This design comes from an exercise in tuning for small area and a short achievable clock period on the open sky130 flow, not from production work. Function was checked by simulation only, so behaviour that the tests miss may differ from the original.

`flow/config.mk`:
```
export PLATFORM = sky130hd
export DESIGN_NAME = PRBS31_Seed_Checker
export DESIGN_NICKNAME = PRBS31_Seed_Checker
export VERILOG_FILES = /design/flow/design.v
export SDC_FILE = /design/flow/constraint.sdc
export NUM_CORES = 4
export LEC_CHECK = 0
export CAP_MARGIN = 20
export CORE_MARGIN = 2
export CORE_UTILIZATION = 40
export PLACE_DENSITY = 0.6
export SETUP_SLACK_MARGIN = 1.0
export SLEW_MARGIN = 20
```
`flow/constraint.sdc`:
```
create_clock -name core_clock -period 25.0 [get_ports {clock}]
set_input_delay 5.0000 -clock core_clock [delete_from_list [all_inputs] [get_ports {clock}]]
set_output_delay 5.0000 -clock core_clock [all_outputs]
set_load 0.01 [all_outputs]
```
`flow/design.v`:
```
`timescale 1ns / 1ps
module CRC32_8gen(
    input [7:0] data,
    input [31:0] crc32_init,
    output [31:0] crc32
    );
    wire [7:0]d;
    assign d=data;
    wire [31:0]c;
    assign c=crc32_init;
    reg [31:0] ct;
    always @(*)
    begin 
        ct[00]=c[30]^d[06]^c[24]^d[00];
        ct[01]=c[30]^d[06]^c[24]^d[00]^c[31]^d[07]^c[25]^d[01];
        ct[02]=c[30]^d[06]^c[24]^d[00]^c[31]^d[07]^c[25]^d[01]^c[26]^d[02];
        ct[03]=c[31]^d[07]^c[25]^d[01]^c[26]^d[02]^c[27]^d[03];
        ct[04]=c[30]^d[06]^c[24]^d[00]^c[26]^d[02]^c[27]^d[03]^c[28]^d[04];
        ct[05]=c[30]^d[06]^c[24]^d[00]^c[31]^d[07]^c[25]^d[01]^c[27]^d[03]^c[28]^d[04]^c[29]^d[05];
        ct[06]=c[31]^d[07]^c[25]^d[01]^c[26]^d[02]^c[28]^d[04]^c[29]^d[05]^c[30]^d[06];
        ct[07]=c[24]^d[00]^c[26]^d[02]^c[27]^d[03]^c[29]^d[05]^c[31]^d[07];
        ct[08]=c[24]^d[00]^c[25]^d[01]^c[27]^d[03]^c[28]^d[04]^c[00];
        ct[09]=c[25]^d[01]^c[26]^d[02]^c[28]^d[04]^c[29]^d[05]^c[01];
        ct[10]=c[30]^d[06]^c[24]^d[00]^c[26]^d[02]^c[27]^d[03]^c[29]^d[05]^c[30]^d[06]^c[02];
        ct[11]=c[30]^d[06]^c[24]^d[00]^c[31]^d[07]^c[25]^d[01]^c[27]^d[03]^c[28]^d[04]^c[30]^d[06]^c[31]^d[07]^c[03];
        ct[12]=c[30]^d[06]^c[24]^d[00]^c[31]^d[07]^c[25]^d[01]^c[26]^d[02]^c[28]^d[04]^c[29]^d[05]^c[31]^d[07]^c[04];
        ct[13]=c[31]^d[07]^c[25]^d[01]^c[26]^d[02]^c[27]^d[03]^c[29]^d[05]^c[30]^d[06]^c[05];
        ct[14]=c[26]^d[02]^c[27]^d[03]^c[28]^d[04]^c[30]^d[06]^c[31]^d[07]^c[06];	
        ct[15]=c[27]^d[03]^c[28]^d[04]^c[29]^d[05]^c[31]^d[07]^c[07];	
        ct[16]=c[30]^d[06]^c[24]^d[00]^c[28]^d[04]^c[29]^d[05]^c[30]^d[06]^c[08];
        ct[17]=c[31]^d[07]^c[25]^d[01]^c[29]^d[05]^c[30]^d[06]^c[31]^d[07]^c[09];	
        ct[18]=c[26]^d[02]^c[30]^d[06]^c[31]^d[07]^c[10];	
        ct[19]=c[27]^d[03]^c[31]^d[07]^c[11];	
        ct[20]=c[28]^d[04]^c[12];	
        ct[21]=c[29]^d[05]^c[13];	
        ct[22]=c[30]^d[06]^c[24]^d[00]^c[30]^d[06]^c[14];	
        ct[23]=c[30]^d[06]^c[24]^d[00]^c[31]^d[07]^c[25]^d[01]^c[31]^d[07]^c[15];	
        ct[24]=c[31]^d[07]^c[25]^d[01]^c[26]^d[02]^c[16];	
        ct[25]=c[26]^d[02]^c[27]^d[03]^c[17];	
        ct[26]=c[30]^d[06]^c[24]^d[00]^c[27]^d[03]^c[28]^d[04]^c[18];	
        ct[27]=c[31]^d[07]^c[25]^d[01]^c[28]^d[04]^c[29]^d[05]^c[19];	
        ct[28]=c[26]^d[02]^c[29]^d[05]^c[30]^d[06]^c[20];	
        ct[29]=c[27]^d[03]^c[30]^d[06]^c[31]^d[07]^c[21];	
        ct[30]=c[28]^d[04]^c[31]^d[07]^c[22];
        ct[31]=c[29]^d[05]^c[23];       
    end
    assign crc32=ct;
endmodule
`timescale 1ns / 1ps
module CRC32gen(
    input [223:0] data,
    output [31:0] crc32
  );
 wire [7:0]data8[27:0];
 wire [31:0] crc32_8[27:0];
 assign data8[0]=data[223:216];
 CRC32_8gen CRC32_8gen_inst(
 .data(data8[0]),
 .crc32_init(32'hffff_ffff),
 .crc32(crc32_8[0])
 );
 genvar i;
 generate
    for (i=1;i<28; i=i+1)
        begin
            assign data8[i]=data[224-8*i-1:216-8*i];
           CRC32_8gen CRC32_8gen_inst(
             .data(data8[i]), 
             .crc32_init(crc32_8[i-1]),
             .crc32(crc32_8[i])
            );   
        end
 endgenerate
 assign  crc32=crc32_8[27];
endmodule
`timescale 1ns / 1ps
module PRBS31_Seed_Checker(
    input clock,
    input reset,
    input pulse,
    input [3:0] channel,
    input [15:0] injectErrorCount,
    input [31:0] DataIn,
    output [17:0] shortErrorCount,
    output [127+128:0] dataOut
    );
reg [31:0] DataExpected;
 reg [31:0] DataOrigin;
 reg [47:0] TimeStamp;
 wire [63:0] Error_bit_Count;
reg [63:0] Data_reg;
always @(posedge clock)
begin
    if(reset)
        Data_reg<=64'b0;
    else
        Data_reg <= {DataIn[31:0], Data_reg[63:32]};
end
always @(posedge clock)
begin
    if(reset)
        TimeStamp <= 48'd0;
    else
        TimeStamp <= TimeStamp + 1;
end
reg [31:0] Bit_Error;
localparam idle=3'b001;
localparam check=3'b010;
localparam sync=3'b100;
localparam ifs1=3'b011;
localparam ifs2=3'b101;
reg [2:0] state;
reg [3:0] cnt;
reg [31:0] seeds;
reg [31:0] prbs7dataerr;
reg [15:0] INJECT_CNT_OLD;
reg RELINK;
always @(posedge clock)
begin
    if (reset) begin
        state<=idle;
        prbs7dataerr<=32'h0000;
        cnt<=4'b0;
        Bit_Error<=32'b0;
        seeds<=32'b0;
        INJECT_CNT_OLD<=16'h0000;
        RELINK<=1'b0;
    end
    else
    case(state)
    idle:begin
        prbs7dataerr<=32'h0000;
        cnt<=4'b0;
        Bit_Error<=32'b0;
        state<=check;
    end
    check:begin
        if(Data_reg[35:4]^Data_reg[32:1] == Data_reg[63:32])begin
            cnt<=cnt+1'b1;
            if (cnt==14)begin
                 state<=ifs2;
            end
            else state<=check;
        end
        else begin
            state<=check;
        end
    end
    ifs2:begin
       if (Data_reg[63:32]==32'h7009a0b2)begin   
           seeds[31:0]<=32'h1f044a52; 
           if (~RELINK) INJECT_CNT_OLD<=injectErrorCount+1; 
           else RELINK<=1'b0;
           state<=sync;
       end 
       else begin
            if(Data_reg[35:4]^Data_reg[32:1] == Data_reg[63:32])begin
                state<=ifs2;
            end
            else begin
                state<=check;
            end
       end
    end
    sync:begin
        state<=sync;
        seeds[31:0]<={ seeds[7]^seeds[1],
                      seeds[31:29]^seeds[6:4]^seeds[3:1],
                     seeds[31:4]^seeds[28:1]
                      };
       if (seeds[31]^Data_reg[63]) begin 
            prbs7dataerr<=prbs7dataerr+1'b1;
            Bit_Error[31]<=1'b1;
            end
            else Bit_Error[31]<=1'b0;
       if (seeds[30]^Data_reg[62]) begin
            prbs7dataerr<=prbs7dataerr+1'b1;
            Bit_Error[30]<=1'b1;
            end
            else Bit_Error[30]<=1'b0;
       if (seeds[29]^Data_reg[61]) begin
            prbs7dataerr<=prbs7dataerr+1'b1;
            Bit_Error[29]<=1'b1;
            end
            else Bit_Error[29]<=1'b0;
       if (seeds[28]^Data_reg[60]) begin
            prbs7dataerr<=prbs7dataerr+1'b1;
            Bit_Error[28]<=1'b1;
            end
            else Bit_Error[28]<=1'b0;
       if (seeds[27]^Data_reg[59]) begin 
            prbs7dataerr<=prbs7dataerr+1'b1;
            Bit_Error[27]<=1'b1;
            end
            else Bit_Error[27]<=1'b0;
       if (seeds[26]^Data_reg[58]) begin
            prbs7dataerr<=prbs7dataerr+1'b1;
            Bit_Error[26]<=1'b1;
            end
            else Bit_Error[26]<=1'b0;
       if (seeds[25]^Data_reg[57]) begin
            prbs7dataerr<=prbs7dataerr+1'b1;
            Bit_Error[25]<=1'b1;
            end
            else Bit_Error[25]<=1'b0;
       if (seeds[24]^Data_reg[56]) begin
            prbs7dataerr<=prbs7dataerr+1'b1;
            Bit_Error[24]<=1'b1;
            end
            else Bit_Error[24]<=1'b0;   
       if (seeds[23]^Data_reg[55]) begin 
            prbs7dataerr<=prbs7dataerr+1'b1;
            Bit_Error[23]<=1'b1;
            end
            else Bit_Error[23]<=1'b0;
       if (seeds[22]^Data_reg[54]) begin
            prbs7dataerr<=prbs7dataerr+1'b1;
            Bit_Error[22]<=1'b1;
            end
            else Bit_Error[22]<=1'b0;
       if (seeds[21]^Data_reg[53]) begin
            prbs7dataerr<=prbs7dataerr+1'b1;
            Bit_Error[21]<=1'b1;
            end
            else Bit_Error[21]<=1'b0;
       if (seeds[20]^Data_reg[52]) begin
            prbs7dataerr<=prbs7dataerr+1'b1;
            Bit_Error[20]<=1'b1;
            end
            else Bit_Error[20]<=1'b0;
       if (seeds[19]^Data_reg[51]) begin 
            prbs7dataerr<=prbs7dataerr+1'b1;
            Bit_Error[19]<=1'b1;
            end
            else Bit_Error[19]<=1'b0;
       if (seeds[18]^Data_reg[50]) begin
            prbs7dataerr<=prbs7dataerr+1'b1;
            Bit_Error[18]<=1'b1;
            end
            else Bit_Error[18]<=1'b0;
       if (seeds[17]^Data_reg[49]) begin
            prbs7dataerr<=prbs7dataerr+1'b1;
            Bit_Error[17]<=1'b1;
            end
            else Bit_Error[17]<=1'b0;
       if (seeds[16]^Data_reg[48]) begin
            prbs7dataerr<=prbs7dataerr+1'b1;
            Bit_Error[16]<=1'b1;
            end
            else Bit_Error[16]<=1'b0;       
      if (seeds[31-16]^Data_reg[63-16]) begin 
            prbs7dataerr<=prbs7dataerr+1'b1;
            Bit_Error[31-16]<=1'b1;
            end
            else Bit_Error[31-16]<=1'b0;
       if (seeds[30-16]^Data_reg[62-16]) begin
            prbs7dataerr<=prbs7dataerr+1'b1;
            Bit_Error[30-16]<=1'b1;
            end
            else Bit_Error[30-16]<=1'b0;
       if (seeds[29-16]^Data_reg[61-16]) begin
            prbs7dataerr<=prbs7dataerr+1'b1;
            Bit_Error[29-16]<=1'b1;
            end
            else Bit_Error[29-16]<=1'b0;
       if (seeds[28-16]^Data_reg[60-16]) begin
            prbs7dataerr<=prbs7dataerr+1'b1;
            Bit_Error[28-16]<=1'b1;
            end
            else Bit_Error[28-16]<=1'b0;
       if (seeds[27-16]^Data_reg[59-16]) begin 
            prbs7dataerr<=prbs7dataerr+1'b1;
            Bit_Error[27-16]<=1'b1;
            end
            else Bit_Error[27-16]<=1'b0;
       if (seeds[26-16]^Data_reg[58-16]) begin
            prbs7dataerr<=prbs7dataerr+1'b1;
            Bit_Error[26-16]<=1'b1;
            end
            else Bit_Error[26-16]<=1'b0;
       if (seeds[25-16]^Data_reg[57-16]) begin
            prbs7dataerr<=prbs7dataerr+1'b1;
            Bit_Error[25-16]<=1'b1;
            end
            else Bit_Error[25-16]<=1'b0;
       if (seeds[24-16]^Data_reg[56-16]) begin
            prbs7dataerr<=prbs7dataerr+1'b1;
            Bit_Error[24-16]<=1'b1;
            end
            else Bit_Error[24-16]<=1'b0;   
       if (seeds[23-16]^Data_reg[55-16]) begin 
            prbs7dataerr<=prbs7dataerr+1'b1;
            Bit_Error[23-16]<=1'b1;
            end
            else Bit_Error[23-16]<=1'b0;
       if (seeds[22-16]^Data_reg[54-16]) begin
            prbs7dataerr<=prbs7dataerr+1'b1;
            Bit_Error[22-16]<=1'b1;
            end
            else Bit_Error[22-16]<=1'b0;
       if (seeds[21-16]^Data_reg[53-16]) begin
            prbs7dataerr<=prbs7dataerr+1'b1;
            Bit_Error[21-16]<=1'b1;
            end
            else Bit_Error[21-16]<=1'b0;
       if (seeds[20-16]^Data_reg[52-16]) begin
            prbs7dataerr<=prbs7dataerr+1'b1;
            Bit_Error[20-16]<=1'b1;
            end
            else Bit_Error[20-16]<=1'b0;
       if (seeds[19-16]^Data_reg[51-16]) begin 
            prbs7dataerr<=prbs7dataerr+1'b1;
            Bit_Error[19-16]<=1'b1;
            end
            else Bit_Error[19-16]<=1'b0;
       if (seeds[18-16]^Data_reg[50-16]) begin
            prbs7dataerr<=prbs7dataerr+1'b1;
            Bit_Error[18-16]<=1'b1;
            end
            else Bit_Error[18-16]<=1'b0;
       if (seeds[17-16]^Data_reg[49-16]) begin
            prbs7dataerr<=prbs7dataerr+1'b1;
            Bit_Error[17-16]<=1'b1;
            end
            else Bit_Error[17-16]<=1'b0;
       if (seeds[16-16]^Data_reg[48-16]) begin
            prbs7dataerr<=prbs7dataerr+1'b1;
            Bit_Error[16-16]<=1'b1;
            end
            else Bit_Error[16-16]<=1'b0;         
       if ( reset )begin state<=idle; prbs7dataerr<=0;end
       if (prbs7dataerr-injectErrorCount==16'h3000) begin
            state<=idle;
            RELINK<=1'b1;
       end
    end
    default: state<=idle;
    endcase
end
wire [5:0] count;
assign count = Bit_Error[0] + Bit_Error[1] + Bit_Error[2] + Bit_Error[3] + 
               Bit_Error[4] + Bit_Error[5] + Bit_Error[6] + Bit_Error[7] +
               Bit_Error[8] + Bit_Error[9] + Bit_Error[10] + Bit_Error[11] +
               Bit_Error[12] + Bit_Error[13] + Bit_Error[14] + Bit_Error[15] +
               Bit_Error[16] + Bit_Error[17] + Bit_Error[18] + Bit_Error[19] +
               Bit_Error[20] + Bit_Error[21] + Bit_Error[22] + Bit_Error[23] +
               Bit_Error[24] + Bit_Error[25] + Bit_Error[26] + Bit_Error[27] +
               Bit_Error[28] + Bit_Error[29] + Bit_Error[30] + Bit_Error[31];
reg [63:0] Error_bit_Count_reg;
assign Error_bit_Count = Error_bit_Count_reg;
always @(posedge clock)
begin
    if(pulse)
        Error_bit_Count_reg <= 64'b0;
    else if(reset)
        Error_bit_Count_reg <= 64'b0;
    else
        Error_bit_Count_reg <= Error_bit_Count_reg + count;
end
assign shortErrorCount = Error_bit_Count[17:0];
wire errorFlag = |Bit_Error; 
always @(posedge clock)
begin
     DataOrigin<=Data_reg[63:32];
     DataExpected<=seeds;
end
wire [15:0] match_injectErrorCount;
assign match_injectErrorCount=injectErrorCount-INJECT_CNT_OLD;
wire [223:0]checked_data={errorFlag,channel,TimeStamp,match_injectErrorCount,DataExpected,DataOrigin,Bit_Error,Error_bit_Count[58:0]};
wire [31:0] CRC32;
CRC32gen CRC32gen_inst(
.data(checked_data),
.crc32(CRC32)
);
reg [127+128:0] dataOutReg;
always @(posedge clock)
begin
   dataOutReg <= {errorFlag,channel,TimeStamp,match_injectErrorCount,DataExpected,DataOrigin,Bit_Error,Error_bit_Count[58:0],CRC32}; 
end
assign dataOut = dataOutReg;
endmodule
```
`flow/run.sh`:
```
#!/bin/bash
# synth_recipe.tcl (not shown) runs the flow's synth.tcl, then flattens the netlist and writes it again
# the make line also repeats each setting of config.mk as NAME=value (left out here)
make -C /OpenROAD-flow-scripts/flow DESIGN_CONFIG=/design/flow/config.mk WORK_HOME=/design/flow/orfs CLKGATE_MAP_FILE= SYNTH_SCRIPT=/design/flow/synth_recipe.tcl finish
```
==> reports/qor.yml <==
status: "finished clean"
h-tree-depth: 3
fin_tns_setup_ps: 0
hold_violations: 0
dieArea_um2: 130000
async_flop_share_pct: 0
netlist-cell-type-count: 61
syn_to_final_growth_pct: 17.4
finalSetupViolCount: 0
relSlewSlack_pct: 33.9
crit_start: "channel[0]"
place.port_buffers: 328
rsz0062_at_grt: "false"
cts_tree: "done"
drv_cap: 0
finalCritPeriodShare_pct: 93.9
path_class: "in2reg"
clock_tree.buffer_depth: 3
final_nets: 4599
num_rows: 130
initial_core_util_pct: 40.4
synth-seq-cells: 610
worstHoldStart: "DataOrigin[17]$_DFF_P_"
firstDrtPassIters: 5
maxSlewViolCount: 0
postSynthAreaPerCell_um2: 12.8
drive_above_1_share_pct: 13.1
grt_pass1_vias: 31529
wire_per_inst_um: 25.1
num_vias: 30948
io_pins: 329
grt_max_degree: 93
drt_iter0_drc: 2531
core_um2: 126000
drcViolationCount: 0
syn_inst: 3971
grt_first_pass_wirelength_um: 223000
max_freq_ghz: 0.0426
ys.flop_type: "dfxtp_1"
dp.cells: 6038
largest_reg_flops: 256
dp_hpwl_um: 126000
cp_common_cell: "xnor3_1"
dieHeight_um: 361
clk_latency_ps: 700
critPathRequiredTime_ps: 25570
r2r_start: "Bit_Error[0]$_SDFFE_PP0P_"
clk_pin_slew_ps: 60
syn-cell-area_um2: 51000
critPathCaptureType: "register"
syn_nets: 4106
track_usage_pct: 23.5
clock-root-buffer: "clkbuf_16"
crit_path_max_incr_delay_ps: 830
grt_overflow_total: 0
clock_skew_ps: 31.2
yosysWarnings: 3
place_congestion: 0.965
n_fill_cell: 11242
cts_setup_buffers: 0
critPathMaxFanout: 9
dieWidth_um: 361
tightest_slew_ps: 983
hold_path.class: "reg2reg"
synth_edf_count: 0
fin_cells: 6177
cp_num_buf_inv: 2
cts_sinks: 610
antenna_found_initial: 5
arrival_ps: 24060
antenna_left: 0
vias_per_cell: 5.01
cpMaxStageDelayCell: "clkdlybuf4s50_1"
yosysSeqAreaShare_pct: 24.0
critical-path-top-delay-family: "XOR/XNOR gates"
cp-start-kind: "primary input"
min_period_ps: 23480
cts_inserted_buffers: 73
routed_wl_um: 155000
## cell families (layout without fill, tap and decap cells)
kind of cell	Yosys count	count (layout)	synth area share (%)
buffers and inverters	198	750	1.78
AND/OR/NAND/NOR	646	646	6.19
XOR/XNOR	2235	2235	63.2
AO/OA/AOI/OAI	199	199	2.48
other	0	4	0
flip-flops	610	610	24.0
multiplexers	3	3	0.0589
adder cells (fa/ha/maj)	80	80	2.36
## cell usage in the layout, fill, tap and decap left out, drive strengths merged, types with 16 or more instances in the layout
master	instances
fa	27
inv	97
clkdlybuf4s50	326
nand2	106
nor2	222
and3	37
clkbuf	94
a21oi	59
nand3	68
xnor2	948
clkinv	16
dfxtp	610
nand4	36
a22oi	33
o21ai	41
ha	53
xnor3	668
nor2b	74
or3	24
nor4	30
xor3	114
buf	203
a21o	18
xor2	505
## per-stage QoR
step / area [um2] / setup slack (ps) / utilization, % / hold WS [ps]
6_report: 59800 / 1520 / 47.5 / 357
3_3_place_gp: 57300 / 273 / 45.4 / 353
4_1_cts: 59800 / 1020 / 47.4 / 363
2_1_floorplan: 51000 / 3420 / - / 326
3_5_place_dp: 57300 / 348 / 45.4 / 355
5_1_grt: 59800 / 1020 / 47.5 / 367
## cell usage after synthesis, types with 27 or more instances
cell type	number	area share, %
o21ai_0	41	0.40
fa_1	27	1.1
nor4_1	30	0.37
xor2_2	36	1.1
xor3_1	97	4.5
xnor2_1	843	14
inv_1	85	0.63
a21oi_1	59	0.58
ha_1	53	1.3
xnor3_2	74	3.5
a22oi_1	33	0.49
nor2b_1	74	0.91
buf_4	34	0.50
nor2_1	221	1.6
nand3_1	68	0.67
dfxtp_1	610	24
xnor3_1	592	26
clkbuf_1	58	0.43
and3_1	37	0.45
nand2_1	106	0.78
nand4_1	36	0.44
xnor2_2	85	2.7
xor2_1	453	7.8
## final cells by class
class | count | area [um2] | area share (%)
clock buffer | 94 | 2000 | 3.34
clock inverter | 40 | 499 | 0.834
multi-input combinational | 3163 | 37900 | 63.3
sequential | 610 | 12200 | 20.4
tap | 1650 | 2060 | 3.45
timing repair buffer | 530 | 4830 | 8.08
antenna | 4 | 10.0 | 0.0167
inverter | 86 | 323 | 0.540
## worst reg2reg max path: cells and delay by family, from the launching register on
family / cells / cell delay (ps)
xor gates and xnor gates: 36 / 16800
and+or+nand+nor: 3 / 1240
buffers and inverters: 3 / 680
DFF: 1 / 370
adders and majority gates: 1 / 150
## final timing paths
check,end,slack [ps],cells past startpoint
worst max-delay path,dataOutReg[28]$_DFF_P_,1520,41
worst min-delay path,dataOutReg[140]$_DFF_P_,360,0
worst max register to register,dataOutReg[28]$_DFF_P_,5600,43
worst min register to register,dataOutReg[140]$_DFF_P_,360,0
## per-layer routing
layer / vias up / share of wire (%) / GRT usage, %
li1: 14309 / - / -
met1: 15458 / 43 / 31.4
met2: 986 / 47 / 38.5
met3: 195 / 7.0 / 4.81
met4: 0 / 3.0 / 6.93
met5: - / 0 / 0
## what timing repair did
action,in CTS,in global routing
setup endpoints to repair,0,31
hold endpoints to repair,0,0
resized for setup,0,12
hold buffers,0,0

afterwards: timing with drivers on the ports:
No port has a modelled driver above. Below, the same layout with a new extraction and two added sets of constraints. Step 1 (the two cells are an assumption about what drives the block):
set clk [get_ports {clock}]
set_driving_cell -lib_cell sky130_fd_sc_hd__clkbuf_16 $clk
set_driving_cell -lib_cell sky130_fd_sc_hd__buf_2 [delete_from_list [all_inputs] $clk]
Step 2 also shifts input and output timing later by t, the mid clock arrival at the registers, as if the neighbouring blocks saw the same clock. Slacks: ideal ports / drivers / drivers and shift; pairs: ideal ports / drivers.
t (ns): 0.756
setup WS [ns]: 1.518 / 1.563 / 0.807
worst setup path after step 2: input to register
After both steps setup and hold are still met in this run. For this run, drivers alone change the setup slack by +0.045 ns; drivers and shift together by -0.711 ns.
